Context: an optimization exercise on an open-source flow, tuned for small area. The choices shown serve that exercise and are no tape-out recipe.
In this exercise RTL edits were held to simulation tests only and were not proved equivalent to the original.
Power is estimated from default activity; no workload was simulated.

### flow/config.mk
export PLATFORM = sky130hd
export DESIGN_NAME = events_to_apb
export DESIGN_NICKNAME = events_to_apb
export VERILOG_FILES = /design/flow/design.v
export SDC_FILE = /design/flow/constraint.sdc
export NUM_CORES = 4
export LEC_CHECK = 0
export CAP_MARGIN = 20
export CORE_MARGIN = 2
export CORE_UTILIZATION = 40
export SLEW_MARGIN = 20
### flow/constraint.sdc
create_clock -name core_clock -period 5.0 [get_ports {clk}]
set_input_delay 1.0000 -clock core_clock [delete_from_list [all_inputs] [get_ports {clk}]]
set_output_delay 1.0000 -clock core_clock [all_outputs]
set_load 0.01 [all_outputs]
### flow/design.v
module events_to_apb (
  input   logic         clk,
  input   logic         reset,
  input   logic         event_a_i,
  input   logic         event_b_i,
  input   logic         event_c_i,
  output  logic         apb_psel_o,
  output  logic         apb_penable_o,
  output  logic [31:0]  apb_paddr_o,
  output  logic         apb_pwrite_o,
  output  logic [31:0]  apb_pwdata_o,
  input   logic         apb_pready_i
);
  localparam CNT_W = 16;
  typedef enum logic[1:0] {IDLE, SETUP, ACCESS, ERR='X} state_t;
  state_t cs;
  state_t ns;
  always_ff @(posedge clk or posedge reset) begin
    if (reset)
      cs <= IDLE;
    else
      cs <= ns;
  end
  logic a_transaction;
  logic b_transaction;
  logic c_transaction;
  logic a_transaction_q;
  logic b_transaction_q;
  logic c_transaction_q;
  always_ff @(posedge clk or posedge reset) begin
    if (reset) begin
      a_transaction_q <= 1'b0;
      b_transaction_q <= 1'b0;
      c_transaction_q <= 1'b0;
    end else begin
      a_transaction_q <= a_transaction;
      b_transaction_q <= b_transaction;
      c_transaction_q <= c_transaction;
    end
  end
  logic a_pending;
  logic b_pending;
  logic c_pending;
  always_ff @(posedge clk or posedge reset) begin
    if (reset) begin
      a_pending <= 1'b0;
      b_pending <= 1'b0;
      c_pending <= 1'b0;
    end else if ((cs == SETUP) || (cs == ACCESS)) begin
      if (event_a_i) begin
        a_pending <= 1'b1;
      end else if (event_b_i) begin
        b_pending <= 1'b1;
      end else if (event_c_i) begin
        c_pending <= 1'b1;
      end
    end else if (cs == IDLE) begin
      if (a_transaction) begin
        a_pending <= 1'b0;
      end else if (b_transaction) begin
        b_pending <= 1'b0;
      end else if (c_transaction) begin
        c_pending <= 1'b0;
      end
    end
  end
  logic [CNT_W-1:0] a_events;
  logic [CNT_W-1:0] b_events;
  logic [CNT_W-1:0] c_events;
  always_ff @(posedge clk or posedge reset) begin
    if (reset) begin
      a_events <= '0;
      b_events <= '0;
      c_events <= '0;
    end else if (a_transaction) begin
      a_events <= '0;
    end else if (b_transaction) begin
      b_events <= '0;
    end else if (c_transaction) begin
      c_events <= '0;
    end else if (event_a_i) begin
      a_events <= a_events + 1'b1;
    end else if (event_b_i) begin
      b_events <= b_events + 1'b1;
    end else if (event_c_i) begin
      c_events <= c_events + 1'b1;
    end
  end
  logic [CNT_W-1:0] a_pending_events;
  logic [CNT_W-1:0] b_pending_events;
  logic [CNT_W-1:0] c_pending_events;
  always_ff @(posedge clk or posedge reset) begin
    if (reset) begin
      a_pending_events <= '0;
      b_pending_events <= '0;
      c_pending_events <= '0;
    end else if (a_transaction & event_a_i) begin
      a_pending_events <= a_events + 1'b1;
    end else if (b_transaction & event_b_i) begin
      b_pending_events <= b_events + 1'b1;
    end else if (c_transaction & event_c_i) begin
      c_pending_events <= c_events + 1'b1;
    end else if (a_transaction) begin
      a_pending_events <= a_events;
    end else if (b_transaction) begin
      b_pending_events <= b_events;
    end else if (c_transaction) begin
      c_pending_events <= c_events;
    end 
  end
  always_ff @(posedge clk or posedge reset) begin
    if (reset)
      apb_pwdata_o <= 32'h0;
    else if (cs == SETUP) begin
      if (a_transaction_q)
        apb_pwdata_o <= {{(32-CNT_W){1'b0}}, a_pending_events};
      else if (b_transaction_q)
        apb_pwdata_o <= {{(32-CNT_W){1'b0}}, b_pending_events};
      else if (c_transaction_q)
        apb_pwdata_o <= {{(32-CNT_W){1'b0}}, c_pending_events};
    end
  end
  logic [31:0] address;
  always_ff @(posedge clk or posedge reset) begin
    if (reset)
      address <= 32'h0;
    else if (a_transaction)
      address <= 32'habba0000;
    else if (b_transaction)
      address <= 32'hbaff0000;
    else if (c_transaction)
      address <= 32'hcafe0000;
  end
  always_comb begin
    if (cs == ACCESS)
      apb_paddr_o = address;
    else
      apb_paddr_o = 32'h0;
  end
  always_comb begin
    ns = IDLE;
    a_transaction = 1'b0;
    b_transaction = 1'b0;
    c_transaction = 1'b0;
    apb_psel_o = 1'b0;
    apb_penable_o = 1'b0;
    apb_pwrite_o = 1'b0;
    if (reset) begin
      ns = IDLE;
    end else begin
      case(cs)
        IDLE: begin
          if (event_a_i) begin
            ns = SETUP;
            a_transaction = 1'b1;
          end else if (event_b_i) begin
            ns = SETUP;
            b_transaction = 1'b1;
          end else if (event_c_i) begin
            ns = SETUP;
            c_transaction = 1'b1;
          end else if (a_pending) begin
            ns = SETUP;
            a_transaction = 1'b1;
          end else if (b_pending) begin
            ns = SETUP;
            b_transaction = 1'b1;
          end else if (c_pending) begin
            ns = SETUP;
            c_transaction = 1'b1;
          end
        end
        SETUP: begin
          ns = ACCESS;
          apb_psel_o = 1'b1;
        end
        ACCESS: begin
          if (apb_pready_i) begin
            ns = IDLE;
          end else begin
            ns = ACCESS;
          end
          apb_psel_o = 1'b1;
          apb_penable_o = 1'b1;
          apb_pwrite_o = 1'b1;
        end
        default: begin
          ns = IDLE;
        end
      endcase
    end
  end
endmodule
### flow/run.sh
#!/bin/bash
# synth_recipe.tcl (not shown) runs the flow's synth.tcl, then flattens the netlist and writes it again
# the make line also repeats each setting of config.mk as NAME=value (left out here)
make -C /OpenROAD-flow-scripts/flow DESIGN_CONFIG=/design/flow/config.mk WORK_HOME=/design/flow/orfs CLKGATE_MAP_FILE= SYNTH_SCRIPT=/design/flow/synth_recipe.tcl finish
==> run_results.csv, run 1 <==
group,metric,value,unit
status,status,"timing/DRC/antenna clean",
timing,finalCriticalPeriod,3.63,ns
clock_network,clock_insertion_delay_worst_skew,0.43,ns
grt,grt_util_all_layers,20.7,%
clock_network,numCtsBuffers,17,
min_path,hp-class,"reg2reg",
setup_path,crit_family,"buffers and inverters",
clock_network,cts_sinks,126,
finish,multiInputGateArea,3510,µm²
logic_synthesis,dominantRegCellSynth,"dfrtp_1",
routing,drt_iter0_markers,382,
routing,vias,5833,
power_and_ir_drop,vdd_drop_max,0.255,mV
timing,finClkSkew,0.0135,ns
finish,nNetsFinal,823,
routing,wl,18700,µm
routing,dr.pass1.iters,5,
setup_path,cp_slowest_cell,"clkdlybuf4s50_1",
clock_network,htreeDepth,4,
power_and_ir_drop,power,0.00339,W
timing,worstMarginPinSlew,1.04,ns
grt,grt_pass1_vias,5353,
floorplan,num_io_pins,73,
floorplan,dieWidth,138,µm
logic_synthesis,syn_avg_cell_area,8.83,µm²
placement,placed_area,7460,µm²
finish,drive_above_1_share,7.30,%
setup_path,startpoint_type,"primary input",
placement,io_buffers,39,
setup_path,slowest_delay,0.77,ns
setup_path,path_class,"in2out",
clock_network,clk_pin_slew,0.06,ns
floorplan,floorplan.initialDensity,41.2,%
floorplan,rows,48,
grt,grt_max_degree,68,
grt,grt_pass1_wl,30200,µm
logic_synthesis,synth_edf_count,0,
setup_path,cp_cell_sequence,"clkdlybuf4s50_1 > nor2b_1 > clkdlybuf4s50_1",
clock_network,cts_tree,"built",
placement,gp_congestion,0.874,
flow_run,drv_cap,0,
power_and_ir_drop,pwr_density_cell,419,nW/µm²
setup_path,endpoint_kind,"output port",
routing,ant_nets,0,
timing,hold_violations,0,
grt,grt_overflow_total,0,
placement,place_inst,1015,
finish,fillers,1717,
timing,finalSetupTns,0,ns
grt,grt_antenna_before_repair,0,
logic_synthesis,synthArstFlopShare,100,%
setup_path,crit_arrival,2.63,ns
setup_path,rrSetupSlack,2.35,ns
timing,grt_setup_unrepaired,"false",
logic_synthesis,yosysWarnings,1,
finish,finish.utilization,46.5,%
logic_synthesis,syn_inst,813,
floorplan,die_y,138,µm
finish,n_antenna_cell,0,
floorplan,die_area,19000,µm²
finish,layout_commonest_cell,"dfrtp_1",
floorplan,core,17400,µm²
placement,dp_hpwl,13200,µm
logic_synthesis,ys_ff_latch,126,
clock_network,clock_path_buffers,2,
power_and_ir_drop,p_leak,3.37,nW
finish,stdcell_area,8100,µm²
logic_synthesis,synth_area,7180,µm²
routing,drc_errors,0,
routing,wire_per_inst,17.8,µm
logic_synthesis,ys_seq_area_share,43.9,%
setup_path,path_buf_inv,2,
routing,viasPerCell,5.57,
timing,maxSlewViolCount,0,
logic_synthesis,synth_cell_types,76,
clock_network,hold_buffers,0,
setup_path,crit_path_max_fanout,13,
finish,layout.cells.non_filler,1047,
timing,setup_viol,0,
timing,period_share,72.6,%
clock_network,postCtsSetupRepairBufs,0,
finish,areaGrowthSynthToFinish,12.7,%
setup_path,critPathMostFrequentCell,"clkdlybuf4s50_1",
clock_network,cts_resized,0,
finish,regArea,3150,µm²
finish,mostFrequentLayoutCells,"dfrtp_1 (126), nand2_1 (84), o21ai_0 (71)",
timing,relSlewSlack,30.4,%
setup_path,crit_required,4.00,ns
timing,timing.fmax,275,MHz
clock_network,clockRootBuffer,"clkbuf_16",
Yosys cell counts, types with 7 or more instances:
cell / n / area, µm²
a22o_1: 9 / 78.8
and2_1: 10 / 62.6
a21o_1: 10 / 75.1
mux2i_1: 23 / 230
clkbuf_1: 32 / 120
and3_1: 9 / 56.3
o21ai_0: 72 / 360
buf_4: 45 / 338
buf_2: 17 / 85.1
nand3_1: 25 / 125
inv_1: 24 / 90.1
or3_1: 12 / 75.1
a21oi_1: 53 / 265
nor3_1: 18 / 90.1
ha_1: 7 / 87.6
nand4_1: 16 / 100
nor2_1: 53 / 199
xnor2_1: 16 / 140
nand2b_1: 12 / 75.1
dfrtp_1: 126 / 3150
nand2_1: 84 / 315
a31oi_1: 24 / 150
nor4_1: 16 / 100
state kept, by name, indices dropped and copies added, names as in the netlist:
signal / cells
c_pending_events: 16
c_events: 16
cs: 2
a_transaction_q: 1
a_pending_events: 16
b_pending: 1
a_pending: 1
b_events: 16
a_events: 16
b_transaction_q: 1
apb_pwdata_o: 16
c_transaction_q: 1
c_pending: 1
b_pending_events: 16
address: 6
per-layer routing:
| layer | share of wire [%] | GRT usage (%) | up-vias |
|---|---|---|---|
| met4 | 1.1 | 4.88 | 0 |
| li1 | - | - | 2830 |
| met3 | 5.1 | 3.98 | 13 |
| met2 | 45 | 31.1 | 175 |
| met5 | 0 | 0 | - |
| met1 | 49 | 30.7 | 2815 |
final cells by class:
type | instances | area share, %
flip-flops and latches | 126 | 38.9
inverters | 26 | 1.25
well taps | 225 | 3.48
clock buffers | 18 | 5.43
multi-input cells | 595 | 43.3
clock inverters | 13 | 2.02
repair buffers | 44 | 5.53
stage by stage:
step                hold WS (ns)  setup slack, ns
detailed placement         0.460             1.22
floorplan                  0.426            0.461
CTS                        0.474             1.38
global route               0.514             1.25
global placement           0.444             1.29
finish                     0.470             1.37
power breakdown:
| part | leakage [nW] | switching, W | internal, W |
|---|---|---|---|
| clock | 0.281 | 0.000478 | 0.000795 |
| combinational | 1.44 | 0.000376 | 0.000320 |
| sequential | 1.64 | 0.000205 | 0.00122 |
cell families (layout without fill, tap and decap cells):
| family | after synthesis | in the layout | share of synthesized area [%] |
|---|---|---|---|
| flops | 126 | 126 | 43.9 |
| fa+ha+maj | 7 | 7 | 1.22 |
| buf+inv | 124 | 101 | 9.37 |
| mux | 23 | 23 | 3.21 |
| xor+xnor | 21 | 21 | 2.56 |
| compound gates | 220 | 220 | 18.8 |
| simple gates | 291 | 291 | 20.9 |
| other cells | 1 | 33 | 0.0522 |
final timing paths:
check                             from            to  cells after the start
max in group asynchronous        reset   b_events[3]                      3
max reg2reg                      cs[0]   c_events[7]                      6
min reg2reg                address[24]   address[24]                      2
min                        address[24]   address[24]                      2
max                              reset  apb_pwrite_o                      3
min in group asynchronous        reset  c_events[13]                      2
worst reg2reg max path, stage by stage (launching register included):
cell,delay [ns]
dfrtp_1,0.43
inv_1,0.11
ha_1,0.34
or4b_1,0.64
o21ai_2,0.62
o21ai_0,0.19
a21o_1,0.22
==> run 2, diff against run 1 <==
==> flow/design.v (replaced) <==
module events_to_apb (
  input   logic         clk,
  input   logic         reset,
  input   logic         event_a_i,
  input   logic         event_b_i,
  input   logic         event_c_i,
  output  logic         apb_psel_o,
  output  logic         apb_penable_o,
  output  logic [31:0]  apb_paddr_o,
  output  logic         apb_pwrite_o,
  output  logic [31:0]  apb_pwdata_o,
  input   logic         apb_pready_i
);
  localparam CNT_W = 16;
  logic sel_q;
  logic en_q;
  logic [1:0] src_q;
  logic a_pending, b_pending, c_pending;
  logic [CNT_W-1:0] a_events, b_events, c_events;
  logic [CNT_W-1:0] wdata;
  wire idle   = ~sel_q;
  wire setup  = sel_q & ~en_q;
  wire access = en_q;
  wire take_a = event_a_i;
  wire take_b = ~event_a_i & event_b_i;
  wire take_c = ~event_a_i & ~event_b_i & event_c_i;
  wire any_ev = event_a_i | event_b_i | event_c_i;
  wire tr_a = take_a | (~any_ev & a_pending);
  wire tr_b = take_b | (~any_ev & ~a_pending & b_pending);
  wire tr_c = take_c | (~any_ev & ~a_pending & ~b_pending & c_pending);
  wire start = any_ev | a_pending | b_pending | c_pending;
  wire clr_a = setup & (src_q == 2'd0);
  wire clr_b = setup & (src_q == 2'd1);
  wire clr_c = setup & (src_q == 2'd2);
  always_ff @(posedge clk or posedge reset) begin
    if (reset) begin
      sel_q <= 1'b0;
      en_q  <= 1'b0;
    end else if (idle) begin
      sel_q <= start;
    end else if (setup) begin
      en_q  <= 1'b1;
    end else if (apb_pready_i) begin
      sel_q <= 1'b0;
      en_q  <= 1'b0;
    end
  end
  always_ff @(posedge clk) begin
    if (idle)
      src_q <= tr_b ? 2'd1 : (tr_c ? 2'd2 : 2'd0);
  end
  always_ff @(posedge clk or posedge reset) begin
    if (reset) begin
      a_pending <= 1'b0;
      b_pending <= 1'b0;
      c_pending <= 1'b0;
    end else if (idle) begin
      a_pending <= a_pending & ~tr_a;
      b_pending <= b_pending & ~tr_b;
      c_pending <= c_pending & ~tr_c;
    end else begin
      a_pending <= a_pending | take_a;
      b_pending <= b_pending | take_b;
      c_pending <= c_pending | take_c;
    end
  end
  always_ff @(posedge clk or posedge reset) begin
    if (reset) begin
      a_events <= '0;
      b_events <= '0;
      c_events <= '0;
    end else begin
      a_events <= (clr_a ? '0 : a_events) + {{(CNT_W-1){1'b0}}, take_a};
      b_events <= (clr_b ? '0 : b_events) + {{(CNT_W-1){1'b0}}, take_b};
      c_events <= (clr_c ? '0 : c_events) + {{(CNT_W-1){1'b0}}, take_c};
    end
  end
  always_ff @(posedge clk or posedge reset) begin
    if (reset)
      wdata <= '0;
    else if (setup)
      wdata <= (src_q == 2'd0) ? a_events :
               (src_q == 2'd1) ? b_events : c_events;
  end
  assign apb_psel_o    = sel_q;
  assign apb_penable_o = en_q;
  assign apb_pwrite_o  = en_q;
  assign apb_pwdata_o  = {{(32-CNT_W){1'b0}}, wdata};
  always_comb begin
    if (!access)
      apb_paddr_o = 32'h0;
    else if (src_q == 2'd0)
      apb_paddr_o = 32'habba0000;
    else if (src_q == 2'd1)
      apb_paddr_o = 32'hbaff0000;
    else
      apb_paddr_o = 32'hcafe0000;
  end
endmodule
==> run 2 against run 1 <==
Net effect: critical path depth up 5; global-route usage down 3.8 points; synthesized cell count down 49%; highest routed layer unchanged; worst hold slack better by 0.0089 ns; core utilization up 0.94 points; largest cell class unchanged; flip-flop and latch count down 55; clock power down 59%.
==> run_results.csv, run 2 <==
group,metric,value,unit
timing,hold_violations,0,
clock_network,clock_insertion_delay_worst_skew,0.35,ns
clock_network,numCtsBuffers,9,
floorplan,die_y,102,µm
setup_path,cp_cell_sequence,"nor2b_1 > and2_0 > nor2b_1 > ha_1 > nand3_1 > or3_1 > or4_1 > nand2_1",
flow_run,drv_cap,0,
placement,dp_hpwl,5920,µm
setup_path,crit_required,5.28,ns
status,status,"timing/DRC/antenna clean",
timing,grt_setup_unrepaired,"false",
floorplan,floorplan.initialDensity,41.5,%
finish,stdcell_area,4420,µm²
logic_synthesis,yosysTopAreaCellShare,44.6,%
routing,wire_per_inst,14.1,µm
finish,nNetsFinal,454,
power_and_ir_drop,pwr_density_cell,387,nW/µm²
finish,drive_above_1_share,6.49,%
floorplan,rows,35,
setup_path,endpoint_kind,"flop",
finish,areaGrowthSynthToFinish,14.3,%
timing,finalSetupTns,0,ns
grt,grt_overflow_total,0,
logic_synthesis,dominantRegCellSynth,"dfrtp_1",
grt,grt_pass1_vias,2682,
finish,mostFrequentLayoutCells,"dfrtp_1 (69), nor2_1 (48), clkdlybuf4s50_1 (39)",
logic_synthesis,syn_inst,413,
clock_network,clock_path_buffers,2,
logic_synthesis,yosysWarnings,1,
finish,n_antenna_cell,0,
setup_path,startpoint_type,"flop",
floorplan,core,9330,µm²
setup_path,rrSetupSlack,1.67,ns
clock_network,hold_buffers,0,
clock_network,cts_sinks,71,
setup_path,slowest_delay,0.79,ns
setup_path,r2r_end,"b_events[15]",
floorplan,dieWidth,102,µm
clock_network,cts_tree,"built",
logic_synthesis,synth_cell_types,46,
timing,relSlewSlack,33.6,%
logic_synthesis,synth_area,3870,µm²
timing,timing.fmax,301,MHz
grt,grt_util_all_layers,16.9,%
timing,finClkSkew,0.00904,ns
logic_synthesis,synth_edf_count,2,
clock_network,postCtsSetupRepairBufs,0,
setup_path,cp_slowest_cell,"edfxtp_1",
placement,gp_congestion,0.804,
min_path,hp-class,"reg2reg",
logic_synthesis,ys_seq_area_share,46.2,%
clock_network,clk_pin_slew,0.08,ns
timing,finalCriticalPeriod,3.33,ns
power_and_ir_drop,power,0.00171,W
logic_synthesis,ys_ff_latch,71,
logic_synthesis,synth_most_common_cell,"dfrtp_1",
logic_synthesis,synth.area.top_cells,"dfrtp_1 (45%), buf_4 (8.5%), nor2_1 (4.7%), mux2i_1 (3.9%), xor2_1 (3.8%)",
setup_path,path_class,"reg2reg",
logic_synthesis,synthArstFlopShare,97.2,%
routing,dr.pass1.iters,4,
logic_synthesis,netlist_top_cells_count,"dfrtp_1 (69), nor2_1 (48), buf_4 (44), nand2_1 (32), a21oi_1 (26)",
routing,vias,2832,
placement,placed_area,4190,µm²
setup_path,critPathMostFrequentCell,"nor2b_1",
grt,grt_max_degree,41,
timing,worstMarginPinSlew,0.996,ns
min_path,min_from,"wdata[8]",
power_and_ir_drop,vdd_drop_max,0.237,mV
power_and_ir_drop,p_leak,1.92,nW
setup_path,crit_arrival,3.61,ns
routing,drt_iter0_markers,106,
finish,layout_commonest_cell,"dfrtp_1",
setup_path,crit_path_max_fanout,20,
placement,io_buffers,39,
timing,maxSlewViolCount,0,
floorplan,num_io_pins,73,
floorplan,die_area,10500,µm²
timing,setup_ws,1.67,ns
clock_network,htreeDepth,3,
setup_path,rr_startpoint,"src_q[0]",
routing,drc_errors,0,
clock_network,clockRootBuffer,"clkbuf_8",
routing,viasPerCell,4.92,
placement,dp_worst_setup_slack,1.51,ns
timing,setup_viol,0,
logic_synthesis,synth_top_area_cell,"dfrtp_1",
grt,grt_antenna_before_repair,0,
routing,wl,8090,µm
logic_synthesis,syn_avg_cell_area,9.37,µm²
setup_path,ff2ff_path_depth,8,
min_path,holdPathStages,2,
timing,period_share,66.5,%
min_path,hold_path_end,"wdata[8]",
clock_network,cts_resized,0,
grt,grt_pass1_wl,13500,µm
routing,ant_nets,0,
==> run 2: cell types whose count changed after synthesis, sizes merged, moves of 10 or more <==
cell	delta
dfrtp	-57
o21ai	-56
nand2	-52
a21oi	-28
a31oi	-24
clkbuf	-22
buf	-18
inv	-17
nor3	-13
xor2	+12
nor4	-11
nand2b	-10
==> run 2: how the worst max path moves through the flow <==
stage | cells after the start | slack, ns | end | start
floorplan | 1 | 2.26 | a_events[0] | reset
global placement | 6 | 1.62 | c_events[15] | event_a_i
detailed placement | 6 | 1.51 | c_events[15] | event_a_i
CTS | 3 | 1.64 | apb_paddr_o[18] | src_q[0]
global route | 8 | 1.42 | b_events[15] | src_q[0]
finish | 8 | 1.67 | b_events[15] | src_q[0]
==> run 2: cell type report <==
cell class	instances	area (µm²)
Clock buffer	10	138
Fill cell	901	4900
Timing Repair Buffer	44	428
Tap cell	129	161
Clock inverter	6	92.6
Sequential cell	71	1790
Multi-Input combinational cell	309	1790
Inverter	7	26.3
==> run 2: per-layer routing <==
metal / global-route usage [%] / routed length (µm) / vias up / part of all wire [%]
li1: - / - / 1395 / -
met1: 23.4 / 3840 / 1359 / 47
met2: 26.6 / 3840 / 70 / 47
met3: 4.31 / 323 / 8 / 4.0
met4: 4.31 / 89 / 0 / 1.1
met5: 0 / 0 / - / 0
==> run 2: kinds of logic (layout without fill, tap and decap cells) <==
family | after synthesis | count (layout) | share of synthesized area, %
other cells | 1 | 33 | 0.0969
mux | 15 | 15 | 3.88
xor+xnor | 30 | 30 | 6.79
simple gates | 160 | 160 | 20.9
flops | 71 | 71 | 46.2
buf+inv | 65 | 67 | 10.7
fa+ha+maj | 6 | 6 | 1.94
compound gates | 65 | 65 | 9.57
==> run 2: worst max-delay path, delay by kind of cell (launching register included) <==
| family | cells | cell delay (ns) |
|---|---|---|
| adders and majority gates | 1 | 0.19 |
| DFF | 1 | 0.79 |
| and+or+nand+nor | 7 | 2.27 |
==> run 2: through the flow <==
step           cells  utilization [%]  hold WS (ns)
6_report         576             47.4         0.479
5_1_grt          576             47.4         0.514
4_1_cts          576             47.4         0.488
3_5_place_dp     560             44.9         0.469
3_3_place_gp     560             44.9         0.462
2_1_floorplan    445                -         0.487
==> run 2: power by group <==
part           switching, W  internal (W)
Combinational      0.000220      0.000204
Clock              0.000226      0.000297
Sequential        0.0000971      0.000666
Total              0.000543       0.00117
==> run 3, diff against run 2 <==
--- a/flow/design.v
+++ b/flow/design.v
@@ -34,3 +34,3 @@
   wire clr_c = setup & (src_q == 2'd2);
-  always_ff @(posedge clk or posedge reset) begin
+  always_ff @(posedge clk) begin
     if (reset) begin
@@ -51,3 +51,3 @@
   end
-  always_ff @(posedge clk or posedge reset) begin
+  always_ff @(posedge clk) begin
     if (reset) begin
@@ -66,3 +66,3 @@
   end
-  always_ff @(posedge clk or posedge reset) begin
+  always_ff @(posedge clk) begin
     if (reset) begin
@@ -77,3 +77,3 @@
   end
-  always_ff @(posedge clk or posedge reset) begin
+  always_ff @(posedge clk) begin
     if (reset)
==> run 3 against run 2 <==
Net effect: still clean; count of clock-buffer cells in the layout rose by 5; die area fell by 3.7%; clock skew down 0.0021 ns; non-clock buffer count fell by 2; sequential share of layout area fell by 5.7 points; critical path depth did not move; flip-flop and latch count did not move; cell count is 3.0% higher; largest cell class unchanged; highest routed layer unchanged.
==> run_results.csv, run 3 <==
group,metric,value,unit
status,status,"timing/DRC/antenna clean",
grt,grt_pass1_vias,2596,
logic_synthesis,synth.area.top_cells,"dfxtp_1 (37%), buf_4 (9.3%), nand2_1 (6.6%), mux2i_1 (4.6%), a21oi_1 (4.4%)",
finish,n_antenna_cell,0,
clock_network,hold_buffers,0,
timing,timing.fmax,320,MHz
placement,io_buffers,39,
floorplan,dieWidth,100,µm
clock_network,cts_tree,"built",
setup_path,ff2ff_path_depth,9,
clock_network,clk_pin_slew,0.07,ns
routing,drt_iter0_markers,171,
setup_path,rr_startpoint,"src_q[0]",
finish,mostFrequentLayoutCells,"dfxtp_1 (69), nand2_1 (65), clkdlybuf4s50_1 (39)",
routing,viasPerCell,4.86,
logic_synthesis,synth_area,3720,µm²
floorplan,die_area,10100,µm²
timing,hold_violations,0,
min_path,min_from,"wdata[4]",
clock_network,cts_sinks,71,
clock_network,clock_path_buffers,2,
placement,dp_hpwl,5330,µm
floorplan,floorplan.initialDensity,40.8,%
placement,placed_area,3960,µm²
routing,drc_errors,0,
floorplan,core,9110,µm²
min_path,hp-class,"reg2reg",
finish,drive_above_1_share,4.77,%
min_path,holdPathStages,2,
clock_network,clockRootBuffer,"clkbuf_8",
logic_synthesis,syn_avg_cell_area,8.10,µm²
finish,areaGrowthSynthToFinish,11.5,%
clock_network,cts_resized,0,
timing,setup_viol,0,
placement,gp_congestion,0.815,
logic_synthesis,dominantRegCellSynth,"dfxtp_1",
setup_path,startpoint_type,"primary input",
routing,wire_per_inst,12.6,µm
grt,grt_pass1_wl,12300,µm
grt,grt_util_all_layers,15.6,%
finish,stdcell_area,4150,µm²
routing,wl,7490,µm
logic_synthesis,ys_seq_area_share,38.7,%
timing,relSlewSlack,29.9,%
logic_synthesis,netlist_top_cells_count,"dfxtp_1 (69), nand2_1 (65), buf_4 (46), nor2_1 (35), a21oi_1 (33)",
routing,vias,2884,
timing,finalSetupTns,0,ns
setup_path,rrSetupSlack,2.06,ns
floorplan,num_io_pins,73,
logic_synthesis,yosysTopAreaCellShare,37.1,%
setup_path,endpoint_kind,"flop",
timing,finClkSkew,0.00691,ns
logic_synthesis,synth_most_common_cell,"dfxtp_1",
timing,period_share,62.6,%
grt,grt_overflow_total,0,
clock_network,postCtsSetupRepairBufs,0,
grt,grt_antenna_before_repair,0,
timing,worstMarginPinSlew,1.05,ns
setup_path,r2r_end,"b_events[12]",
logic_synthesis,syn_inst,459,
logic_synthesis,yosysWarnings,1,
clock_network,htreeDepth,3,
power_and_ir_drop,p_leak,1.46,nW
flow_run,drv_cap,0,
clock_network,numCtsBuffers,9,
power_and_ir_drop,vdd_drop_max,0.112,mV
routing,ant_nets,0,
setup_path,crit_arrival,3.41,ns
logic_synthesis,synth_cell_types,40,
floorplan,die_y,100,µm
grt,grt_max_degree,38,
min_path,hold_path_end,"wdata[4]",
setup_path,crit_path_max_fanout,5,
logic_synthesis,ys_ff_latch,71,
logic_synthesis,synthArstFlopShare,0,%
finish,fillers,897,
setup_path,crit_required,5.29,ns
timing,grt_setup_unrepaired,"false",
routing,dr.pass1.iters,4,
floorplan,rows,35,
setup_path,path_class,"in2reg",
finish,nNetsFinal,490,
timing,finalCriticalPeriod,3.13,ns
timing,maxSlewViolCount,0,
clock_network,clock_insertion_delay_worst_skew,0.34,ns
logic_synthesis,synth_top_area_cell,"dfxtp_1",
logic_synthesis,synth_edf_count,2,
power_and_ir_drop,pwr_density_cell,270,nW/µm²
finish,layout_commonest_cell,"dfxtp_1",
run 3: changes by cell type after synthesis, moves of 6 or more:
cell	previous run	this run
dfrtp_1	69	0
xor2_1	17	7
o21ai_0	23	32
nand2_1	32	65
nor2b_1	9	16
dfxtp_1	0	69
nor2_1	48	35
or3_1	7	13
a21oi_1	26	33
run 3: through the flow:
step | setup WS, ns | instances | hold slack [ns] | util, % | total power, W
after floorplan | 2.26 | 491 | 0.446 | - | 0.000701
after global placement | 1.58 | 577 | 0.442 | 43.4 | 0.000712
after detailed placement | 1.52 | 577 | 0.446 | 43.4 | 0.000713
after CTS | 1.72 | 592 | 0.455 | 45.4 | 0.00114
after global routing | 1.74 | 593 | 0.484 | 45.5 | 0.00117
final | 1.87 | 593 | 0.454 | 45.5 | 0.00112
run 3: report_power, final:
part | total (W) | switching (W) | internal, W
logic | 0.000114 | 0.0000675 | 0.0000462
registers | 0.000588 | 0.0000115 | 0.000576
clock network | 0.000420 | 0.000201 | 0.000219
total | 0.00112 | 0.000280 | 0.000842
run 3: cells by family after synthesis:
family,count (synthesis),share of synthesized area (%)
flip-flops,71,38.7
multiplexers,17,4.57
AO/OA/AOI/OAI,73,10.4
XOR/XNOR,25,5.89
buffers and inverters,78,12.7
adder cells (fa/ha/maj),6,2.02
other,1,0.101
AND/OR/NAND/NOR,188,25.6
run 3: how the worst max path moves through the flow:
stage	endpoint	startpoint	cells after the start	slack, ns
2_1_floorplan	b_events[12]	event_b_i	7	2.26
4_1_cts	apb_paddr_o[16]	src_q[0]	2	1.72
6_report	b_events[12]	event_b_i	8	1.87
3_5_place_dp	b_events[12]	event_b_i	8	1.52
3_3_place_gp	b_events[12]	event_b_i	8	1.58
5_1_grt	apb_paddr_o[24]	en_q	3	1.74
run 3: cell type report:
| cell class | count | area, µm² | area share, % |
|---|---|---|---|
| clock buffers | 15 | 176 | 4.25 |
| inverters | 12 | 45.0 | 1.09 |
| multi-input cells | 342 | 1930 | 46.4 |
| flip-flops and latches | 71 | 1440 | 34.7 |
| well taps | 111 | 139 | 3.35 |
| repair buffers | 42 | 420 | 10.1 |
run 3: metal layers:
layer	vias up	track usage (%)	wire, µm
met5	-	0	0
met2	45	24.0	3270
li1	1514	-	-
met3	11	2.92	248
met1	1314	20.9	3840
met4	0	7.59	138
run 3: critical path, stage by stage:
cell and delay, ns:
clkdlybuf4s50_1 0.53, nor2b_1 0.21, ha_1 0.22, ha_1 0.21, nand2_1 0.12, or4_4 0.56, or4_1 0.48, nand2_1 0.08
==> run 4, diff against run 3 <==
==> flow/flow/run.sh (new file) <==
#!/bin/bash
# Standard ORFS layout with small port buffers and a clock tree without
# dummy load cells. Synthesis is the standard synthesis, unchanged.
set -euo pipefail
export BUFFER_PORTS_ARGS="-buffer_cell sky130_fd_sc_hd__buf_1"
export CTS_ARGS="-sink_clustering_enable -repair_clock_nets -dont_use_dummy_load"
bash standard.sh finish > flow_make.log 2>&1
==> flow/standard.sh (new file) <==
#!/bin/bash
# synth_recipe.tcl (not shown) runs the flow's synth.tcl, then flattens the netlist and writes it again
# the make line also repeats each setting of config.mk as NAME=value (left out here)
make -C /OpenROAD-flow-scripts/flow DESIGN_CONFIG=/design/flow/config.mk WORK_HOME=/design/flow/orfs CLKGATE_MAP_FILE= SYNTH_SCRIPT=/design/flow/synth_recipe.tcl "${@:-finish}"
removed: flow/run.sh
==> run 4 against run 3 <==
Net effect: still clean on timing, DRC and antenna; critical endpoint unchanged; die area unchanged; critical path depth unchanged; combinational power is 22% lower; fmax grew 1.4%; via count shrank 1.1%; register-to-register slack got worse by 0.15 ns; total power down 9.0%; count of clock-buffer cells in the layout fell by 6; first-iteration DRC count is 12% lower; sequential share of layout area increased by 2.7 points; worst setup slack improved by 0.042 ns.
==> run_results.csv, run 4 <==
group,metric,value,unit
logic_synthesis,synth_edf_count,2,
logic_synthesis,ys_seq_area_share,38.7,%
finish,layout.cells.non_filler,586,
clock_network,cts_resized,0,
clock_network,clock_path_buffers,2,
setup_path,crit_family,"simple AND/OR/NAND/NOR gates",
timing,period_share,61.7,%
floorplan,rows,35,
power_and_ir_drop,vdd_drop_max,0.0979,mV
logic_synthesis,syn_inst,459,
placement,dp_hpwl,5190,µm
min_path,min_from,"wdata[12]",
finish,drive_above_1_share,4.00,%
setup_path,endpoint_kind,"flop",
min_path,holdPathStages,2,
setup_path,crit_required,5.29,ns
floorplan,die_area,10100,µm²
timing,timing.hold.ws,0.458,ns
floorplan,num_io_pins,73,
power_and_ir_drop,p_leak,1.33,nW
floorplan,floorplan.initialDensity,40.8,%
setup_path,cp_cell_sequence,"nor4bb_2 > nor2b_1 > ha_1 > ha_1 > nand2_1 > or4_4 > or4_1 > nand2_1",
setup_path,ff2ff_path_depth,8,
timing,finClkSkew,0.0182,ns
min_path,hold_path_end,"wdata[12]",
placement,place_inst,576,
logic_synthesis,synth_cell_types,40,
routing,drt_iter0_markers,150,
timing,finalCriticalPeriod,3.09,ns
clock_network,postCtsSetupRepairBufs,0,
logic_synthesis,dominantRegCellSynth,"dfxtp_1",
placement,io_buffers,39,
floorplan,die_y,100,µm
grt,grt_util_all_layers,15.1,%
logic_synthesis,synthArstFlopShare,0,%
setup_path,r2r_end,"b_events[12]",
grt,grt_pass1_wl,12100,µm
floorplan,core,9110,µm²
logic_synthesis,ys_ff_latch,71,
setup_path,path_buf_inv,0,
clock_network,clock_insertion_delay_worst_skew,0.34,ns
status,status,"timing/DRC/antenna clean",
routing,viasPerCell,4.87,
setup_path,cp_slowest_cell,"edfxtp_1",
setup_path,rrSetupSlack,1.91,ns
setup_path,crit_arrival,3.37,ns
setup_path,startpoint_type,"flop",
grt,grt_pass1_vias,2602,
routing,drc_errors,0,
routing,wire_per_inst,12.3,µm
grt,grt_antenna_before_repair,0,
clock_network,cts_sinks,71,
logic_synthesis,synth_most_common_cell,"dfxtp_1",
setup_path,slowest_delay,0.82,ns
finish,mostFrequentLayoutCells,"dfxtp_1 (69), nand2_1 (65), buf_1 (39)",
grt,grt_overflow_total,0,
routing,wl,7190,µm
setup_path,crit_path_max_fanout,22,
logic_synthesis,netlist_top_cells_count,"dfxtp_1 (69), nand2_1 (65), buf_4 (46), nor2_1 (35), a21oi_1 (33)",
min_path,hp-class,"reg2reg",
routing,ant_nets,0,
clock_network,clockRootBuffer,"clkbuf_8",
timing,maxSlewViolCount,0,
clock_network,cts_tree,"built",
logic_synthesis,yosysTopAreaCellShare,37.1,%
logic_synthesis,syn_avg_cell_area,8.10,µm²
timing,relSlewSlack,26.8,%
logic_synthesis,synth_area,3720,µm²
finish,n_antenna_cell,0,
flow_run,drv_cap,0,
timing,hold_violations,0,
setup_path,path_class,"reg2reg",
floorplan,dieWidth,100,µm
routing,dr.pass1.iters,4,
timing,setup_viol,0,
logic_synthesis,synth.area.top_cells,"dfxtp_1 (37%), buf_4 (9.3%), nand2_1 (6.6%), mux2i_1 (4.6%), a21oi_1 (4.4%)",
clock_network,htreeDepth,3,
setup_path,cp-startpoint,"src_q[0]",
finish,nNetsFinal,489,
power_and_ir_drop,pwr_density_cell,266,nW/µm²
logic_synthesis,synth_top_area_cell,"dfxtp_1",
routing,vias,2853,
placement,gp_congestion,0.791,
logic_synthesis,yosysWarnings,1,
clock_network,clk_pin_slew,0.07,ns
timing,worstMarginPinSlew,1.10,ns
grt,grt_max_degree,39,
clock_network,numCtsBuffers,9,
timing,timing.fmax,324,MHz
timing,finalSetupTns,0,ns
finish,layout_commonest_cell,"dfxtp_1",
finish,areaGrowthSynthToFinish,3.36,%
clock_network,hold_buffers,0,
setup_path,rr_startpoint,"src_q[0]",
timing,grt_setup_unrepaired,"false",
finish,fillers,901,
-- run 4: cell count changes in the layout (fill, tap and decap cells not counted) --
cell,previous run,this run
buf_1,0,39
clkdlybuf4s50_1,39,0
buf_4,2,1
clkbuf_8,12,9
clkbuf_1,3,0
-- run 4: how the worst max path moves through the flow --
stage / end / slack (ns) / cells past startpoint
after floorplan: b_events[12] / 2.26 / 7
after global placement: b_events[12] / 1.90 / 8
after detailed placement: b_events[12] / 1.80 / 8
after CTS: b_events[12] / 1.79 / 8
after global routing: b_events[12] / 1.71 / 8
final: b_events[12] / 1.91 / 8
-- run 4: worst reg2reg max path, cell delays in order (launching register included) --
cell      delay [ns]
edfxtp_1        0.82
nor4bb_2        0.43
nor2b_1         0.16
ha_1            0.19
ha_1            0.21
nand2_1         0.11
or4_4           0.56
or4_1           0.48
nand2_1         0.08
-- run 4: cell type report --
class / instances / area, µm² / share of cell area (%)
Inverter: 12 / 45.0 / 1.17
Sequential cell: 71 / 1440 / 37.5
Multi-Input combinational cell: 342 / 1930 / 50.1
Clock buffer: 9 / 124 / 3.22
Tap cell: 111 / 139 / 3.61
Timing Repair Buffer: 41 / 169 / 4.39
-- run 4: layer usage --
metal | GRT usage (%) | share of wire, % | wire (µm)
met1 | 20.3 | 50 | 3590
met2 | 23.4 | 45 | 3250
met3 | 3.97 | 3.5 | 255
met4 | 5.37 | 1.3 | 95
met5 | 0 | 0 | 0
-- run 4: kinds of logic (layout without fill, tap and decap cells) --
| family | Yosys count | count (layout) | share of synthesized area, % |
|---|---|---|---|
| fa+ha+maj | 6 | 6 | 2.02 |
| buf+inv | 78 | 62 | 12.7 |
| flops | 71 | 71 | 38.7 |
| mux | 17 | 17 | 4.57 |
| xor+xnor | 25 | 25 | 5.89 |
| compound gates | 73 | 73 | 10.4 |
| simple gates | 188 | 188 | 25.6 |
| other cells | 1 | 33 | 0.101 |
-- run 4: power breakdown --
group | switching (W) | leakage (nW) | internal (W)
Combinational | 0.0000599 | 0.690 | 0.0000288
Sequential | 0.0000169 | 0.578 | 0.000577
Clock | 0.000179 | 0.0647 | 0.000160
Total | 0.000256 | 1.33 | 0.000766
-- run 4: stage by stage --
stage,total power (W),setup WS (ns),utilization [%],area (µm²)
3_3_place_gp,0.000693,1.90,40.7,3710
6_report,0.00102,1.91,42.2,3840
4_1_cts,0.00104,1.79,42.0,3830
2_1_floorplan,0.000701,2.26,-,3840
3_5_place_dp,0.000693,1.80,40.7,3710
5_1_grt,0.00107,1.71,42.2,3840
==> run 5, diff against run 4 <==
==> flow/flow/run.sh (replaced) <==
#!/bin/bash
set -euo pipefail
export BUFFER_PORTS_ARGS="-buffer_cell sky130_fd_sc_hd__buf_1"
export CTS_ARGS="-sink_clustering_enable -repair_clock_nets -dont_use_dummy_load -buf_list {sky130_fd_sc_hd__clkbuf_2 sky130_fd_sc_hd__clkbuf_4} -root_buf sky130_fd_sc_hd__clkbuf_4 -sink_clustering_size 20 -sink_clustering_max_diameter 60"
bash standard.sh finish > flow_make.log 2>&1
==> run 5 against run 4 <==
Net effect: clock power is 26% lower; area after synthesis is the same; design area shrank 1.5%; clock skew increased by 0.0098 ns; sequential share of layout area up 0.56 points; critical path type unchanged; largest cell class unchanged; largest power group unchanged.
==> run_results.csv, run 5 <==
group,metric,value,unit
status,status,"timing/DRC/antenna clean",
grt,grt_antenna_before_repair,0,
clock_network,cts_sinks,71,
timing,timing.fmax,324,MHz
finish,multiInputGateArea,1930,µm²
routing,ant_nets,0,
flow_run,drv_cap,0,
setup_path,cp.depth,8,
logic_synthesis,synthArstFlopShare,0,%
setup_path,cp_cell_sequence,"nor4b_4 > nor2b_1 > ha_1 > ha_1 > nand2_1 > or4b_1 > or3_1 > a21oi_1",
routing,drt_iter0_markers,177,
logic_synthesis,synth_area,3720,µm²
clock_network,clk_pin_slew,0.09,ns
grt,grt_max_degree,39,
floorplan,die_y,100,µm
timing,setup_viol,0,
timing,maxSlewViolCount,0,
placement,placed_area,3710,µm²
setup_path,crit_family,"simple AND/OR/NAND/NOR gates",
timing,worstMarginPinSlew,1.09,ns
setup_path,crit_required,5.32,ns
logic_synthesis,synth.area.top_cells,"dfxtp_1 (37%), buf_4 (9.3%), nand2_1 (6.6%), mux2i_1 (4.6%), a21oi_1 (4.4%)",
power_and_ir_drop,vdd_drop_max,0.0827,mV
timing,finClkSkew,0.0281,ns
placement,dp_hpwl,5190,µm
setup_path,rr_startpoint,"src_q[0]",
setup_path,crit_arrival,3.41,ns
logic_synthesis,dominantRegCellSynth,"dfxtp_1",
placement,io_buffers,39,
logic_synthesis,yosysTopAreaCellShare,37.1,%
timing,grt_setup_unrepaired,"false",
floorplan,die_area,10100,µm²
timing,relSlewSlack,27.5,%
clock_network,clockRootBuffer,"clkbuf_4",
finish,drive_above_1_share,4.00,%
clock_network,htreeDepth,3,
min_path,hp-class,"reg2reg",
logic_synthesis,synth_most_common_cell,"dfxtp_1",
logic_synthesis,syn_inst,459,
setup_path,path_class,"reg2reg",
logic_synthesis,ys_seq_area_share,38.7,%
clock_network,cts_tree,"built",
clock_network,postCtsSetupRepairBufs,0,
setup_path,startpoint_type,"flop",
power_and_ir_drop,p_leak,1.31,nW
routing,wl,7180,µm
finish,n_antenna_cell,0,
routing,wire_per_inst,12.3,µm
setup_path,cp-endpoint,"a_events[10]",
setup_path,cp_slowest_cell,"edfxtp_1",
placement,gp_congestion,0.791,
grt,grt_pass1_wl,12100,µm
setup_path,path_buf_inv,0,
logic_synthesis,synth_top_area_cell,"dfxtp_1",
setup_path,endpoint_kind,"flop",
floorplan,floorplan.initialDensity,40.8,%
timing,finalSetupTns,0,ns
clock_network,hold_buffers,0,
timing,finalCriticalPeriod,3.09,ns
setup_path,slowest_delay,1.08,ns
setup_path,critPathMostFrequentCell,"ha_1",
timing,period_share,61.7,%
clock_network,clock_insertion_delay_worst_skew,0.40,ns
clock_network,cts_resized,0,
setup_path,crit_path_max_fanout,22,
power_and_ir_drop,power,0.000932,W
logic_synthesis,synth_edf_count,2,
floorplan,core,9110,µm²
logic_synthesis,ys_ff_latch,71,
logic_synthesis,netlist_top_cells_count,"dfxtp_1 (69), nand2_1 (65), buf_4 (46), nor2_1 (35), a21oi_1 (33)",
grt,grt_pass1_vias,2593,
routing,dr.pass1.iters,4,
power_and_ir_drop,pwr_density_cell,246,nW/µm²
finish,mostFrequentLayoutCells,"dfxtp_1 (69), nand2_1 (65), buf_1 (39)",
clock_network,numCtsBuffers,9,
finish,regArea,1440,µm²
grt,grt_overflow_total,0,
setup_path,r2r_end,"a_events[10]",
finish,areaGrowthSynthToFinish,1.85,%
floorplan,num_io_pins,73,
finish,fillers,905,
floorplan,dieWidth,100,µm
clock_network,clock_path_buffers,2,
logic_synthesis,syn_avg_cell_area,8.10,µm²
floorplan,rows,35,
routing,vias,2879,
timing,hold_violations,0,
finish,layout_commonest_cell,"dfxtp_1",
grt,grt_util_all_layers,15.1,%
finish,stdcell_area,3790,µm²
setup_path,ff2ff_path_depth,8,
routing,viasPerCell,4.91,
routing,drc_errors,0,
logic_synthesis,yosysWarnings,1,
setup_path,cp-startpoint,"src_q[0]",
finish,nNetsFinal,489,
logic_synthesis,synth_cell_types,40,
setup_path,rrSetupSlack,1.91,ns
-- run 5: final cells by class --
class	instances	area share (%)
multi-input cells	342	50.9
well taps	111	3.67
clock buffers	9	1.78
inverters	12	1.19
repair buffers	41	4.46
flip-flops and latches	71	38.0
-- run 5: cell families after synthesis --
kind of cell               count (synthesis)  share of synthesized area (%)
AOI/OAI and AO/OA                         73                           10.4
xor gates and xnor gates                  25                           5.89
adders and majority gates                  6                           2.02
buffers and inverters                     78                           12.7
DFF                                       71                           38.7
muxes                                     17                           4.57
other                                      1                          0.101
and+or+nand+nor                          188                           25.6
-- run 5: worst register-to-register path, cell delays in order, from the launching register on --
cell	delay [ns]
edfxtp_1	1.08
nor4b_4	0.16
nor2b_1	0.17
ha_1	0.19
ha_1	0.21
nand2_1	0.09
or4b_1	0.59
or3_1	0.39
a21oi_1	0.14
-- run 5: worst min-delay path by stage --
| stage | startpoint | end | cells after the start |
|---|---|---|---|
| floorplan | b_events[15] | b_events[15] | 2 |
| global placement | wdata[8] | wdata[8] | 2 |
| detailed placement | wdata[12] | wdata[12] | 2 |
| CTS | wdata[12] | wdata[12] | 2 |
| global route | wdata[6] | wdata[6] | 2 |
| finish | wdata[12] | wdata[12] | 2 |
-- run 5: layer usage --
metal  global-route usage, %  up-vias  share of wire [%]  routed length (µm)
li1                        -     1504                  -                   -
met1                    20.4     1311                 50                3560
met2                    23.1       52                 45                3240
met3                    3.83       12                3.5                 254
met4                    6.11        0                1.8                 127
met5                       0        -                  0                   0
-- run 5: power by group --
part | leakage, nW | total (W) | switching, W | internal (W)
Clock | 0.0414 | 0.000250 | 0.000166 | 0.0000837
Combinational | 0.690 | 0.0000890 | 0.0000602 | 0.0000288
Sequential | 0.578 | 0.000593 | 0.0000166 | 0.000576
-- run 5: through the flow --
step	std cells	setup WS (ns)	util, %	hold WS, ns
after floorplan	491	2.26	-	0.446
after global placement	576	1.90	40.7	0.445
after detailed placement	576	1.80	40.7	0.449
after CTS	585	1.78	41.4	0.464
after global routing	586	1.69	41.6	0.486
final	586	1.91	41.6	0.463
==> run 6, diff against run 5 <==
==> flow/flow/run.sh (replaced) <==
#!/bin/bash
set -euo pipefail
export BUFFER_PORTS_ARGS="-buffer_cell sky130_fd_sc_hd__buf_1"
export CTS_ARGS="-sink_clustering_enable -repair_clock_nets -dont_use_dummy_load -buf_list {sky130_fd_sc_hd__clkbuf_4} -root_buf sky130_fd_sc_hd__clkbuf_4 -sink_clustering_size 30 -sink_clustering_max_diameter 100"
bash standard.sh finish > flow_make.log 2>&1
==> run 6 against run 5 <==
Net effect: still clean on timing, DRC and antenna; clock skew unchanged; critical path depth is the same; via count unchanged; largest cell class unchanged.
==> run_results.csv, run 6 <==
group,metric,value,unit
grt,grt_pass1_wl,12100,µm
finish,layout_commonest_cell,"dfxtp_1",
logic_synthesis,synth_area,3720,µm²
clock_network,postCtsSetupRepairBufs,0,
setup_path,crit_path_max_fanout,22,
timing,worstMarginPinSlew,1.09,ns
power_and_ir_drop,pwr_density_cell,246,nW/µm²
finish,areaGrowthSynthToFinish,1.85,%
setup_path,crit_arrival,3.41,ns
timing,finalCriticalPeriod,3.09,ns
grt,grt_pass1_vias,2593,
clock_network,hold_buffers,0,
logic_synthesis,yosysTopAreaCellShare,37.1,%
floorplan,die_y,100,µm
setup_path,slowest_delay,1.08,ns
floorplan,floorplan.initialDensity,40.8,%
setup_path,startpoint_type,"flop",
logic_synthesis,synth_cell_types,40,
floorplan,dieWidth,100,µm
logic_synthesis,synth.area.top_cells,"dfxtp_1 (37%), buf_4 (9.3%), nand2_1 (6.6%), mux2i_1 (4.6%), a21oi_1 (4.4%)",
floorplan,num_io_pins,73,
setup_path,cp_slowest_cell,"edfxtp_1",
logic_synthesis,ys_seq_area_share,38.7,%
setup_path,cp_cell_sequence,"nor4b_4 > nor2b_1 > ha_1 > ha_1 > nand2_1 > or4b_1 > or3_1 > a21oi_1",
logic_synthesis,synth_edf_count,2,
finish,nNetsFinal,489,
grt,grt_overflow_total,0,
logic_synthesis,syn_avg_cell_area,8.10,µm²
logic_synthesis,syn_inst,459,
routing,drt_iter0_markers,177,
grt,grt_util_all_layers,15.1,%
placement,gp_congestion,0.791,
clock_network,cts_sinks,71,
logic_synthesis,netlist_top_cells_count,"dfxtp_1 (69), nand2_1 (65), buf_4 (46), nor2_1 (35), a21oi_1 (33)",
logic_synthesis,synthArstFlopShare,0,%
finish,stdcell_area,3790,µm²
floorplan,core,9110,µm²
finish,mostFrequentLayoutCells,"dfxtp_1 (69), nand2_1 (65), buf_1 (39)",
routing,wire_per_inst,12.3,µm
flow_run,drv_cap,0,
timing,timing.hold.ws,0.463,ns
clock_network,numCtsBuffers,9,
timing,setup_viol,0,
routing,wl,7180,µm
finish,drive_above_1_share,4.00,%
setup_path,crit_required,5.32,ns
timing,finClkSkew,0.0281,ns
logic_synthesis,synth_most_common_cell,"dfxtp_1",
routing,vias,2879,
clock_network,htreeDepth,3,
timing,timing.fmax,324,MHz
clock_network,clock_path_buffers,2,
min_path,hp-class,"reg2reg",
routing,dr.pass1.iters,4,
clock_network,clockRootBuffer,"clkbuf_4",
routing,viasPerCell,4.91,
placement,dp_hpwl,5190,µm
setup_path,path_class,"reg2reg",
floorplan,rows,35,
logic_synthesis,ys_ff_latch,71,
clock_network,cts_resized,0,
routing,ant_nets,0,
logic_synthesis,yosysWarnings,1,
clock_network,clk_pin_slew,0.09,ns
timing,finalSetupTns,0,ns
grt,grt_antenna_before_repair,0,
status,status,"timing/DRC/antenna clean",
timing,grt_setup_unrepaired,"false",
floorplan,die_area,10100,µm²
placement,io_buffers,39,
logic_synthesis,synth_top_area_cell,"dfxtp_1",
logic_synthesis,dominantRegCellSynth,"dfxtp_1",
power_and_ir_drop,p_leak,1.31,nW
timing,period_share,61.7,%
setup_path,critPathMostFrequentCell,"ha_1",
clock_network,clock_insertion_delay_worst_skew,0.40,ns
timing,maxSlewViolCount,0,
clock_network,cts_tree,"built",
finish,n_antenna_cell,0,
placement,placed_area,3710,µm²
timing,hold_violations,0,
setup_path,endpoint_kind,"flop",
grt,grt_max_degree,39,
routing,drc_errors,0,
power_and_ir_drop,vdd_drop_max,0.0827,mV
timing,relSlewSlack,27.5,%
[run 6: cell counts after synthesis]
No cell type changed its count.
[run 6: per-layer routing]
layer  vias up  share of wire (%)  track usage, %  wire length, µm
li1       1504                  -               -                -
met5         -                  0               0                0
met1      1311                 50            20.4             3560
met2        52                 45            23.1             3240
met3        12                3.5            3.83              254
met4         0                1.8            6.11              127
[run 6: critical path, delay by kind of cell (launching register included)]
family / cells / cell delay, ns
AO/OA/AOI/OAI: 1 / 0.14
adder cells (fa/ha/maj): 2 / 0.40
flip-flops: 1 / 1.08
AND/OR/NAND/NOR: 5 / 1.40
[run 6: layout make-up]
class,instances,area [µm²]
Fill cell,905,5320
Multi-Input combinational cell,342,1930
Sequential cell,71,1440
Timing Repair Buffer,41,169
Tap cell,111,139
Clock buffer,9,67.6
Inverter,12,45.0
[run 6: logic make-up (layout without fill, tap and decap cells)]
| family | Yosys count | count (layout) | synth area share (%) |
|---|---|---|---|
| adder cells (fa/ha/maj) | 6 | 6 | 2.02 |
| other | 1 | 33 | 0.101 |
| AO/OA/AOI/OAI | 73 | 73 | 10.4 |
| buffers and inverters | 78 | 62 | 12.7 |
| flip-flops | 71 | 71 | 38.7 |
| XOR/XNOR | 25 | 25 | 5.89 |
| multiplexers | 17 | 17 | 4.57 |
| AND/OR/NAND/NOR | 188 | 188 | 25.6 |
[run 6: power by group]
part	internal [W]	switching (W)	total (W)	leakage (nW)
sequential	0.000576	0.0000166	0.000593	0.578
combinational	0.0000288	0.0000602	0.0000890	0.690
clock	0.0000837	0.000166	0.000250	0.0414
total	0.000689	0.000243	0.000932	1.31
[run 6: worst paths after layout]
| check | from | to | slack [ns] | depth (start not counted) |
|---|---|---|---|---|
| setup reg to reg | src_q[0] | a_events[10] | 1.91 | 8 |
| hold / removal | wdata[12] | wdata[12] | 0.46 | 2 |
| setup / recovery | src_q[0] | a_events[10] | 1.91 | 8 |
| hold reg to reg | wdata[12] | wdata[12] | 0.46 | 2 |
[run 6: metrics by stage]
| stage | setup slack, ns | total power (W) | utilization (%) | instances |
|---|---|---|---|---|
| after global routing | 1.69 | 0.000985 | 41.6 | 586 |
| after floorplan | 2.26 | 0.000701 | - | 491 |
| after CTS | 1.78 | 0.000946 | 41.4 | 585 |
| final | 1.91 | 0.000932 | 41.6 | 586 |
| after detailed placement | 1.80 | 0.000693 | 40.7 | 576 |
| after global placement | 1.90 | 0.000693 | 40.7 | 576 |
==> run 7, diff against run 6 <==
--- a/flow/design.v
+++ b/flow/design.v
@@ -31,5 +31,44 @@
   wire start = any_ev | a_pending | b_pending | c_pending;
-  wire clr_a = setup & (src_q == 2'd0);
-  wire clr_b = setup & (src_q == 2'd1);
-  wire clr_c = setup & (src_q == 2'd2);
+  wire src_a = (src_q == 2'd0);
+  wire src_b = (src_q == 2'd1);
+  wire src_c = (src_q == 2'd2);
+  wire za = reset | (setup & src_a);
+  wire zb = reset | (setup & src_b);
+  wire zc = reset | (setup & src_c);
+  wire ia = ~reset & take_a;
+  wire ib = ~reset & take_b;
+  wire ic = ~reset & take_c;
+  logic [CNT_W-1:0] ta, tb, tc;
+  logic [CNT_W-1:0] na, nb, nc;
+  always_comb begin
+    ta[0] = ia;
+    tb[0] = ib;
+    tc[0] = ic;
+    for (int k = 1; k < CNT_W; k++) begin
+      ta[k] = ta[k-1] & a_events[k-1];
+      tb[k] = tb[k-1] & b_events[k-1];
+      tc[k] = tc[k-1] & c_events[k-1];
+    end
+    na[0] = za ? ia : (a_events[0] ^ ia);
+    nb[0] = zb ? ib : (b_events[0] ^ ib);
+    nc[0] = zc ? ic : (c_events[0] ^ ic);
+    for (int k = 1; k < CNT_W; k++) begin
+      na[k] = ~za & (a_events[k] ^ ta[k]);
+      nb[k] = ~zb & (b_events[k] ^ tb[k]);
+      nc[k] = ~zc & (c_events[k] ^ tc[k]);
+    end
+  end
+  wire ld    = ~reset & setup;
+  wire la    = ld & src_a;
+  wire lb    = ld & src_b;
+  wire lc    = ld & src_c;
+  wire hold  = ~reset & ~setup;
+  wire [CNT_W-1:0] nw = ({CNT_W{la}} & a_events) | ({CNT_W{lb}} & b_events) |
+                        ({CNT_W{lc}} & c_events) | ({CNT_W{hold}} & wdata);
+  always_ff @(posedge clk) begin
+    a_events <= na;
+    b_events <= nb;
+    c_events <= nc;
+    wdata    <= nw;
+  end
   always_ff @(posedge clk) begin
@@ -66,20 +105,2 @@
   end
-  always_ff @(posedge clk) begin
-    if (reset) begin
-      a_events <= '0;
-      b_events <= '0;
-      c_events <= '0;
-    end else begin
-      a_events <= (clr_a ? '0 : a_events) + {{(CNT_W-1){1'b0}}, take_a};
-      b_events <= (clr_b ? '0 : b_events) + {{(CNT_W-1){1'b0}}, take_b};
-      c_events <= (clr_c ? '0 : c_events) + {{(CNT_W-1){1'b0}}, take_c};
-    end
-  end
-  always_ff @(posedge clk) begin
-    if (reset)
-      wdata <= '0;
-    else if (setup)
-      wdata <= (src_q == 2'd0) ? a_events :
-               (src_q == 2'd1) ? b_events : c_events;
-  end
   assign apb_psel_o    = sel_q;
@@ -91,5 +112,5 @@
       apb_paddr_o = 32'h0;
-    else if (src_q == 2'd0)
+    else if (src_a)
       apb_paddr_o = 32'habba0000;
-    else if (src_q == 2'd1)
+    else if (src_b)
       apb_paddr_o = 32'hbaff0000;
--- a/flow/config.mk
+++ b/flow/config.mk
@@ -7,2 +7,3 @@
 export LEC_CHECK = 0
+export ABC_AREA = 1
 export CAP_MARGIN = 20
==> run 7 against run 6 <==
Net effect: register-to-register slack worse by 0.24 ns; non-clock buffer count fell by 2; first-iteration DRC count fell by 68%; total power grew 0.18%; global-route usage is 1.5 points lower; sequential share of layout area fell by 0.14 points; design area is 0.36% higher; largest power group unchanged; highest routed layer unchanged.
==> run_results.csv, run 7 <==
group,metric,value,unit
placement,gp_congestion,0.732,
timing,grt_setup_unrepaired,"false",
grt,grt_antenna_before_repair,0,
finish,areaGrowthSynthToFinish,0.696,%
logic_synthesis,yosysTopAreaCellShare,36.6,%
routing,wire_per_inst,10.5,µm
clock_network,clk_pin_slew,0.11,ns
logic_synthesis,ys_ff_latch,71,
grt,grt_pass1_vias,2508,
logic_synthesis,synth.area.top_cells,"dfxtp_1 (37%), ha_1 (15%), buf_4 (9.3%), nand2_1 (8.3%), inv_1 (8.1%)",
logic_synthesis,synth_cell_types,21,
logic_synthesis,ys_seq_area_share,38.2,%
finish,n_antenna_cell,0,
finish,stdcell_area,3800,µm²
logic_synthesis,dominantRegCellSynth,"dfxtp_1",
setup_path,crit_arrival,4.39,ns
routing,wl,6380,µm
timing,setup_viol,0,
floorplan,num_io_pins,73,
logic_synthesis,yosysWarnings,1,
clock_network,cts_resized,0,
power_and_ir_drop,power_frac_seq,62.8,%
setup_path,startpoint_type,"primary input",
timing,worstMarginPinSlew,0.998,ns
finish,nNetsFinal,549,
placement,placed_area,3730,µm²
power_and_ir_drop,p_switching,0.000253,W
routing,drc_errors,0,
routing,viasPerCell,4.40,
logic_synthesis,synth_top_area_cell,"dfxtp_1",
timing,finClkSkew,0.0383,ns
timing,finalSetupTns,0,ns
min_path,hp-class,"reg2reg",
timing,period_share,81.6,%
routing,drt_iter0_markers,56,
grt,grt_pass1_wl,10900,µm
clock_network,clock_insertion_delay_worst_skew,0.41,ns
logic_synthesis,synth_most_common_cell,"nand2_1",
grt,grt_util_all_layers,13.6,%
power_and_ir_drop,vdd_drop_max,0.105,mV
clock_network,numCtsBuffers,9,
timing,relSlewSlack,33.3,%
routing,ant_nets,0,
routing,vias,2671,
timing,timing.fmax,245,MHz
grt,grt_overflow_total,0,
floorplan,dieWidth,101,µm
timing,finalCriticalPeriod,4.08,ns
power_and_ir_drop,pwr_density_cell,245,nW/µm²
clock_network,cts_sinks,71,
finish,layout_commonest_cell,"nand2_1",
power_and_ir_drop,p_int,0.000680,W
setup_path,crit_path_max_fanout,6,
flow_run,drv_cap,0,
status,status,"timing/DRC/antenna clean",
clock_network,clock_path_buffers,2,
floorplan,rows,35,
floorplan,floorplan.initialDensity,41.1,%
placement,io_buffers,39,
logic_synthesis,syn_inst,473,
logic_synthesis,synth_edf_count,2,
setup_path,path_class,"in2reg",
setup_path,crit_required,5.31,ns
floorplan,die_area,10200,µm²
power_and_ir_drop,pwr-share-clk,26.9,%
finish,drive_above_1_share,5.65,%
grt,grt_max_degree,43,
setup_path,endpoint_kind,"flop",
placement,dp_hpwl,4770,µm
power_and_ir_drop,p_sw_share,27.1,%
routing,dr.pass1.iters,6,
clock_network,postCtsSetupRepairBufs,0,
power_and_ir_drop,p_leak,1.94,nW
clock_network,hold_buffers,0,
clock_network,cts_tree,"built",
floorplan,core,9200,µm²
clock_network,htreeDepth,3,
logic_synthesis,synthArstFlopShare,0,%
finish,fillers,974,
timing,hold_violations,0,
finish,mostFrequentLayoutCells,"nand2_1 (83), inv_1 (81), dfxtp_1 (69)",
timing,maxSlewViolCount,0,
logic_synthesis,synth_area,3780,µm²
logic_synthesis,netlist_top_cells_count,"nand2_1 (83), inv_1 (81), dfxtp_1 (69), nor2_1 (53), buf_4 (47)",
clock_network,clockRootBuffer,"clkbuf_4",
power_and_ir_drop,p_comb_share,10.3,%
logic_synthesis,syn_avg_cell_area,7.98,µm²
floorplan,die_y,101,µm
==> run 7: cell types whose count changed after synthesis, sizes merged, moves of 7 or more <==
cell / change
xnor2: -15
or3: -14
nor3: -9
nand2: +23
a21oi: -29
o21ai: -28
nor2b: -16
inv: +73
clkbuf: -15
mux2i: -17
nor2: +24
xor2: -7
ha: +39
nand3: +34
==> run 7: path summary, 6_finish.rpt <==
| kind | from | end | slack (ns) | depth (start not counted) |
|---|---|---|---|---|
| min | wdata[2] | wdata[2] | 0.54 | 4 |
| min reg2reg | wdata[2] | wdata[2] | 0.54 | 4 |
| max | reset | b_events[15] | 0.92 | 19 |
| max reg2reg | b_events[0] | b_events[15] | 1.67 | 17 |
==> run 7: cell type report <==
cell class              count  area, µm²  area share, %
multi-input cells         292       1690           44.4
repair buffers             39        146           3.85
well taps                 111        139           3.65
clock buffers               9       67.6           1.78
inverters                  85        319           8.39
flip-flops and latches     71       1440           37.9
==> run 7: cells by family after synthesis <==
kind of cell | Yosys count | share of synthesized area [%]
and+or+nand+nor | 203 | 24.8
buffers and inverters | 142 | 20.3
DFF | 71 | 38.2
adders and majority gates | 45 | 14.9
AOI/OAI and AO/OA | 8 | 1.06
xor gates and xnor gates | 3 | 0.696
other | 1 | 0.0993
==> run 7: worst max-delay path: stages <==
cell     delay [ns]
buf_1          0.31
nor2_1         0.14
ha_1           0.22
ha_1           0.18
ha_1           0.18
ha_1           0.18
ha_1           0.17
ha_1           0.17
ha_1           0.18
ha_1           0.18
ha_1           0.18
ha_1           0.18
ha_1           0.18
ha_1           0.18
ha_1           0.18
ha_1           0.18
ha_1           0.19
xnor2_1        0.15
nor2_1         0.06
==> run 7: power groups by stage <==
stage | combinational (W) | clock [W] | sequential [W]
after floorplan | 0.000111 | 0 | 0.000598
after global placement | 0.0000962 | 0 | 0.000599
after detailed placement | 0.0000967 | 0 | 0.000600
after CTS | 0.0000972 | 0.000267 | 0.000587
after global routing | 0.000110 | 0.000294 | 0.000588
final | 0.0000957 | 0.000251 | 0.000587
==> run 7: routing by layer <==
metal	routed length [µm]	part of all wire [%]	global-route usage, %	vias up
li1	-	-	-	1424
met1	2720	43	14.7	1178
met2	3220	50	24.8	59
met3	316	4.9	4.21	10
met4	129	2.0	5.30	0
met5	0	0	0	-
==> run 7: stage by stage <==
stage | total power [W] | utilization (%) | std cells | setup slack, ns | hold WS (ns)
floorplan | 0.000708 | - | 505 | 0.921 | 0.490
global placement | 0.000696 | 40.6 | 598 | 0.482 | 0.510
detailed placement | 0.000697 | 40.6 | 598 | 0.450 | 0.523
CTS | 0.000951 | 41.3 | 607 | 0.908 | 0.549
global route | 0.000991 | 41.3 | 607 | 0.765 | 0.571
finish | 0.000933 | 41.3 | 607 | 0.920 | 0.539

## what the ideal ports hide
How much do the figures lean on ideal ports? The routed layouts below were timed once more, with nothing changed but the port constraints.
Step 1 assumes that a clkbuf_16 drives the clock port and a buf_2 every other input.
Step 2 also shifts input and output timing later by t, the mid clock arrival at the registers, as if the neighbouring blocks saw the same clock.
a / b / c = ideal / step 1 / step 2; a / b = the first two.
run | t (ns) | setup WS [ns] | hold WS [ns] | slew at the worst register clock pin (ns)
run 1 | 0.464 | 1.368 / 1.345 / 1.254 | 0.470 / 0.470 / 0.470 | 0.06 / 0.06
run 2 | 0.371 | 1.673 / 1.647 / 1.501 | 0.479 / 0.479 / 0.479 | 0.08 / 0.08
run 3 | 0.372 | 1.872 / 1.882 / 1.510 | 0.454 / 0.454 / 0.454 | 0.07 / 0.07
run 4 | 0.363 | 1.914 / 1.914 / 1.914 | 0.458 / 0.458 / 0.458 | 0.07 / 0.07
run 5 | 0.419 | 1.915 / 1.915 / 1.915 | 0.463 / 0.463 / 0.463 | 0.11 / 0.11
run 6 | 0.419 | 1.915 / 1.915 / 1.915 | 0.463 / 0.463 / 0.463 | 0.11 / 0.11
run 7 | 0.419 | 0.920 / 0.920 / 0.501 | 0.539 / 0.539 / 0.539 | 0.11 / 0.11
After both steps every run listed still meets setup and hold. The setup slack of run 7, which loses most, moves by 0.000 ns with the drivers and by -0.419 ns with both steps.
